This is an optimization exercise on Yosys and OpenROAD, whose aim is small area, not a production implementation.
Only simulation tests tie the RTL to the original design; equivalence was not proved.
No activity file was given, so power comes from the tool's default toggle rates.

===== config.mk =====
export PLATFORM = sky130hd
export DESIGN_NAME = cic_filter
export DESIGN_NICKNAME = cic_filter
export VERILOG_FILES = /design/flow/design.v
export SDC_FILE = /design/flow/constraint.sdc
export NUM_CORES = 4
export LEC_CHECK = 0
export CAP_MARGIN = 20
export CORE_MARGIN = 2
export CORE_UTILIZATION = 40
export SLEW_MARGIN = 20

===== constraint.sdc =====
create_clock -name core_clock -period 6.0 [get_ports {i_clk}]
set_input_delay 1.2000 -clock core_clock [delete_from_list [all_inputs] [get_ports {i_clk}]]
set_output_delay 1.2000 -clock core_clock [all_outputs]
set_load 0.01 [all_outputs]

===== design.v =====
`timescale 1ns / 1ps
`default_nettype none
module cic_filter# (
parameter INPUT_DATA_WIDTH = 16,
parameter DECIMATION_RATIO_R = 2048,
parameter NUMBER_OF_STAGES_N = 5,
parameter OUTPUT_DATA_WIDTH = 32
)(
    input wire i_clk,
    input wire i_resetn,
    input wire signed [INPUT_DATA_WIDTH - 1 : 0] i_data,
    output wire o_clk,
    output reg signed [OUTPUT_DATA_WIDTH - 1 : 0] o_data
);
localparam DATA_WIDTH = INPUT_DATA_WIDTH + NUMBER_OF_STAGES_N * $clog2(DECIMATION_RATIO_R);
localparam COUNTER_WIDTH = $clog2(DECIMATION_RATIO_R);
reg signed [DATA_WIDTH - 1 : 0] r_integratorData [NUMBER_OF_STAGES_N : 0];
reg signed [DATA_WIDTH - 1: 0] r_combData [NUMBER_OF_STAGES_N : 0];
reg signed [DATA_WIDTH - 1: 0] r_oldCombData [NUMBER_OF_STAGES_N - 1 : 0];
always @(posedge i_clk or negedge i_resetn) begin
    if(~i_resetn) begin
        r_integratorData[0] <= 0;
    end else begin
        r_integratorData[0] <= i_data;
    end
end
genvar i;
generate
    for(i = 0; i < NUMBER_OF_STAGES_N; i = i + 1) begin
        always @(posedge i_clk or negedge i_resetn) begin
            if(~i_resetn) begin
                r_integratorData[i+1] <= 0;
            end else begin
                r_integratorData[i+1] <= r_integratorData[i+1] + r_integratorData[i];
            end
        end
    end
endgenerate
reg [COUNTER_WIDTH - 1 : 0] r_clockCounter;
wire w_slowClock;
assign w_slowClock = r_clockCounter[COUNTER_WIDTH - 1];
always @(posedge i_clk or negedge i_resetn) begin
    if(~i_resetn) begin
        r_clockCounter <= 0;
    end else begin
        r_clockCounter <= r_clockCounter + 1;
    end
end
wire w_slowRise = (r_clockCounter == {1'b0, {(COUNTER_WIDTH - 1){1'b1}}});
wire w_slowFall = (r_clockCounter == {COUNTER_WIDTH{1'b1}});
always @(posedge i_clk or negedge i_resetn) begin
    if(~i_resetn) begin 
        r_combData[0] <= 0;
    end else if (w_slowRise) begin
        r_combData[0] <= r_integratorData[NUMBER_OF_STAGES_N];
    end
end
genvar j;
generate
    for(j = 0; j < NUMBER_OF_STAGES_N; j = j + 1) begin
        always @(posedge i_clk or negedge i_resetn) begin
            if (~i_resetn) begin
                r_combData[j+1] <= 0;
                r_oldCombData[j] <= 0;
            end else if (w_slowRise) begin
                r_combData[j+1] <= r_combData[j] - r_oldCombData[j];
                r_oldCombData[j] <= r_combData[j];
            end
        end
    end
endgenerate
always @(posedge i_clk or negedge i_resetn) begin
    if(~i_resetn) begin
        o_data <= 0;
    end else if (w_slowFall) begin
        o_data <= r_combData[NUMBER_OF_STAGES_N][(DATA_WIDTH - 1) -: OUTPUT_DATA_WIDTH];
    end
end
assign o_clk = w_slowClock;
endmodule

===== run.sh =====
#!/bin/bash
# synth_recipe.tcl (not shown) runs the flow's synth.tcl, then flattens the netlist and writes it again
# the make line also repeats each setting of config.mk as NAME=value (left out here)
make -C /OpenROAD-flow-scripts/flow DESIGN_CONFIG=/design/flow/config.mk WORK_HOME=/design/flow/orfs CLKGATE_MAP_FILE= SYNTH_SCRIPT=/design/flow/synth_recipe.tcl finish

==> reports/results.tsv <==
metric	value	unit
drcViolationCount	0	
pin_count_of_the_biggest_net_entering_global_routing	240	
count_of_distinct_cell_types_in_the_synthesized_netlist	97	
report.power.total	0.04043	W
wirelength	182100	µm
die_height	445.0	µm
timing.critical_path.cells	ha_1 > a21oi_1 > o211ai_1 > a21oi_1 > nor3_1 > a311oi_1 > nand2_1 > o31a_1 > o31ai_1 > o21ai_1 > a21oi_1 > xnor2_1	
hold-worst-slack	0.4675	ns
postCtsSetupRepairBufs	0	
yosys.cell_count.top_type	nand2_1	
layout-drive-gt1-share	4.134	%
postSynthCellCount	9161	
drv.max_cap_violation_count	0	
clkSinkCount	1156	
final_cycle_share	71.82	%
cts-buffers-inserted	136	
endpoint_kind	flip-flop	
yosysTopAreaCellShare	37.18	%
crit_path_top_delay_cell	dfrtp_2	
power.share.sequential	26.3	%
final_skew	0.02488	ns
synth.area.mux_share	0.6304	%
grt_first_pass_wirelength	307300	µm
first_global_vias	62030	
nets	9691	
core_area	0.1930	mm²
critPathRequiredTime	6.68	ns
yosys.area_share.adder	11.49	%
achievable-frequency	232.1	MHz
fp.dieW	445.0	µm
number_of_resized_instances_in_the_post_cts_repair_step	0	
p_leak	40.82	nW
initial_utilization	40.31	%
synth_simple_gate_area_share	15.18	%
site_row_count	161	
synth_edf_count	0	
r2r_start	r_integratorData[0][15]	
synth_common_cells	nand2_1 (1401), dfrtp_1 (1156), o21ai_0 (1006)	
antenna_violating_nets_post_route	0	
area_of_the_die	0.1980	mm²
clockBufferDepth	3	
tritoncts	built	
synth_compound_area_share	23.80	%
hold_path_end	r_clockCounter[9]	
worstSkewPairLatency	0.77	ns
stdcell_area	0.08492	mm²
synthesis.area_per_instance	8.492	µm²
ir_drop	0.0002748	V
first_iter_violations	3146	
max_stage_delay	0.67	ns
dominant_combinational_cell_family_by_area_after_synthesis	compound AO/OA/AOI/OAI gates	
global_route.usage.total	18.31	%
critPathArrivalTime	4.99	ns
portBuffers	50	
timing.hold.worst.class	reg2reg	
antenna_cells	0	
finalSetupViolations	0	
p_clk_share	20.8	%
postSynth.asyncResetShare	100.0	%
synth-seq-area-share	37.18	%
postSynthRegisterBits	1156	
power_switching	0.01714	W
clock_pin_slew_on_the_worst_setup_and_hold_paths	0.06	ns
run_status	no timing/DRC/antenna violations	
placed_area	0.08034	mm²
post_synth_main_area_contributors	dfrtp_1 (37%), ha_1 (11%), nand2_1 (6.8%), o21ai_0 (6.5%), a21oi_1 (5.2%)	
worstReg2RegEnd	r_integratorData[1][64]	
synth_top_cell_by_area	dfrtp_1	
timing_max_transition_violations_final	0	
depth_of_the_worst_hold_timing_path	1	
mappedNetlistNets	9888	
timing.final.hold_violations	0	
worstPathBufferInverterCount	0	
power.density_cell_area	476.0	mW/mm²
syn_to_final_growth	9.157	%
cell_internal_pwr	0.02329	W
gp_congestion	0.9132	
rsz0062_at_grt	no	
grt_antenna_before_repair	0	
detail_route.first_pass.iterations	5	
io-pin-count	51	
path_common_cell	a21oi_1	
final.setup.tns	0	ns
hpwlAfterDp	137600	µm
cts_hold_buf	0	
postSynth.topFlopCell	dfrtp_1	
cts_max_level	4	
path_max_fanout	24	
ctsRootBufferMaster	clkbuf_16	
yosys.area_share.xor_xnor	7.070	%
hold_path.startpoint	r_clockCounter[9]	
pwr-share-comb	52.9	%
detail_route.wl_per_cell	15.70	µm
vias	62140	
crit_family	compound AO/OA/AOI/OAI gates	
transition_time_of_the_tightest_slew_check_pin	1.053	ns
timing.reg2reg.setup_slack	1.69	ns
worst_setup_path_start_kind	flip-flop	
netlist_area	0.07780	mm²
timing.final.crit_period	4.309	ns
ys_warnings	4	
route.detailed.vias_per_inst	5.359	
swShare	42.39	%
worst_r2r_path_depth	12	
grt_overflow_total	0	
slew_headroom	28.91	%
path_class	reg2reg	
==> kinds of logic (layout without fill, tap and decap cells) <==
kind of cell | Yosys count | count (layout)
AOI/OAI and AO/OA | 3029 | 3029
xor gates and xnor gates | 628 | 628
adders and majority gates | 709 | 709
buffers and inverters | 955 | 865
DFF | 1156 | 1156
muxes | 44 | 44
and+or+nand+nor | 2640 | 2640
==> power by group through the flow <==
stage,Sequential (W),Combinational (W),Clock [W]
CTS,0.0106,0.0213,0.00871
finish,0.0106,0.0214,0.00842
global placement,0.0107,0.0210,0
global route,0.0108,0.0239,0.00905
detailed placement,0.0108,0.0212,0
floorplan,0.0102,0.0169,0
==> per-layer routing <==
layer  vias to the layer above  routed length [µm]  GRT usage, %
met4                         0                7461         7.436
met1                     28640               87090         24.24
met5                         -                   0             0
met2                       968               82570         30.30
li1                      32130                   -             -
met3                       403                4954         2.247
==> worst max-delay path by stage <==
stage | start | endpoint | slack [ns] | cells after the start
6_report | r_integratorData[0][15] | r_integratorData[1][64] | 1.69 | 12
5_1_grt | r_combData[3][0] | r_combData[4][70] | 1.39 | 15
4_1_cts | r_integratorData[0][15] | r_integratorData[1][64] | 1.70 | 12
3_5_place_dp | r_integratorData[0][15] | r_integratorData[1][64] | 1.72 | 12
3_3_place_gp | r_integratorData[0][15] | r_integratorData[1][68] | 1.69 | 12
2_1_floorplan | r_integratorData[0][15] | r_integratorData[1][64] | 1.92 | 13
==> area by class of cell <==
class	instances	area, µm²
fillers	18920	108100
multi-input cells	7050	45270
flip-flops and latches	1156	28930
clock buffers	192	3945
well taps	2526	3161
inverters	529	1986
repair buffers	91	988.4
clock inverters	53	641.9
==> worst reg2reg max path: stages (launching register included) <==
cell and delay (ns):
dfrtp_2 0.67, ha_1 0.41, a21oi_1 0.29, o211ai_1 0.17
a21oi_1 0.21, nor3_1 0.10, a311oi_1 0.63, nand2_1 0.25
o31a_1 0.32, o31ai_1 0.58, o21ai_1 0.26, a21oi_1 0.21
xnor2_1 0.14
==> registers in the layout, indices dropped and copies added, names as in the netlist <==
signal            cells
r_combData          387
r_integratorData    371
r_oldCombData       355
o_data               32
r_clockCounter       11
==> layout by cell type (no fill, tap or decap), types with 26 or more instances in the layout <==
cell type	count
a211oi_1	59
a21boi_0	26
a21o_1	431
a21oi_1	816
a31oi_1	70
and2_1	44
and3_1	60
buf_4	27
clkbuf_16	137
clkbuf_8	31
clkdlybuf4s50_1	49
dfrtp_1	1155
ha_1	700
inv_1	529
mux2_2	40
nand2_1	1401
nand2b_1	86
nand3_1	149
nand4_1	208
nor2_1	398
nor2b_1	62
nor3_1	102
o211ai_1	50
o21a_1	63
o21ai_0	1006
o21ai_1	46
o21bai_1	129
o31ai_1	53
or3_1	29
xnor2_1	384
xor2_1	244
==> per-stage QoR <==
step | setup WS [ns] | cells | utilization [%]
3_5_place_dp | 1.721 | 11350 | 41.63
4_1_cts | 1.701 | 11600 | 44.01
2_1_floorplan | 1.922 | 9161 | -
5_1_grt | 1.386 | 11600 | 44.01
6_report | 1.691 | 11600 | 44.01
3_3_place_gp | 1.688 | 11350 | 41.63

[what the ideal ports hide]
How much do the figures lean on ideal ports? The routed layout below was timed once more, with nothing changed but the port constraints.
Step 1 assumes that a clkbuf_16 drives the clock port and a buf_2 every other input.
Step 2 times the ports against the registers' clock, not the clock port: input delays grow and output delays shrink by t, the midpoint of the rising clock arrivals with the driver on.
Three values: ideal, step 1, step 2; two values: the first two.
t, ns: 0.843
setup slack, ns: 1.691 / 1.691 / 1.691
worst setup path at the end: register to register
clock arrival spread, ns: 0.025 / 0.025
After both steps setup and hold are still met in this run. For this run, drivers alone change the setup slack by 0.000 ns; drivers and shift together by 0.000 ns.
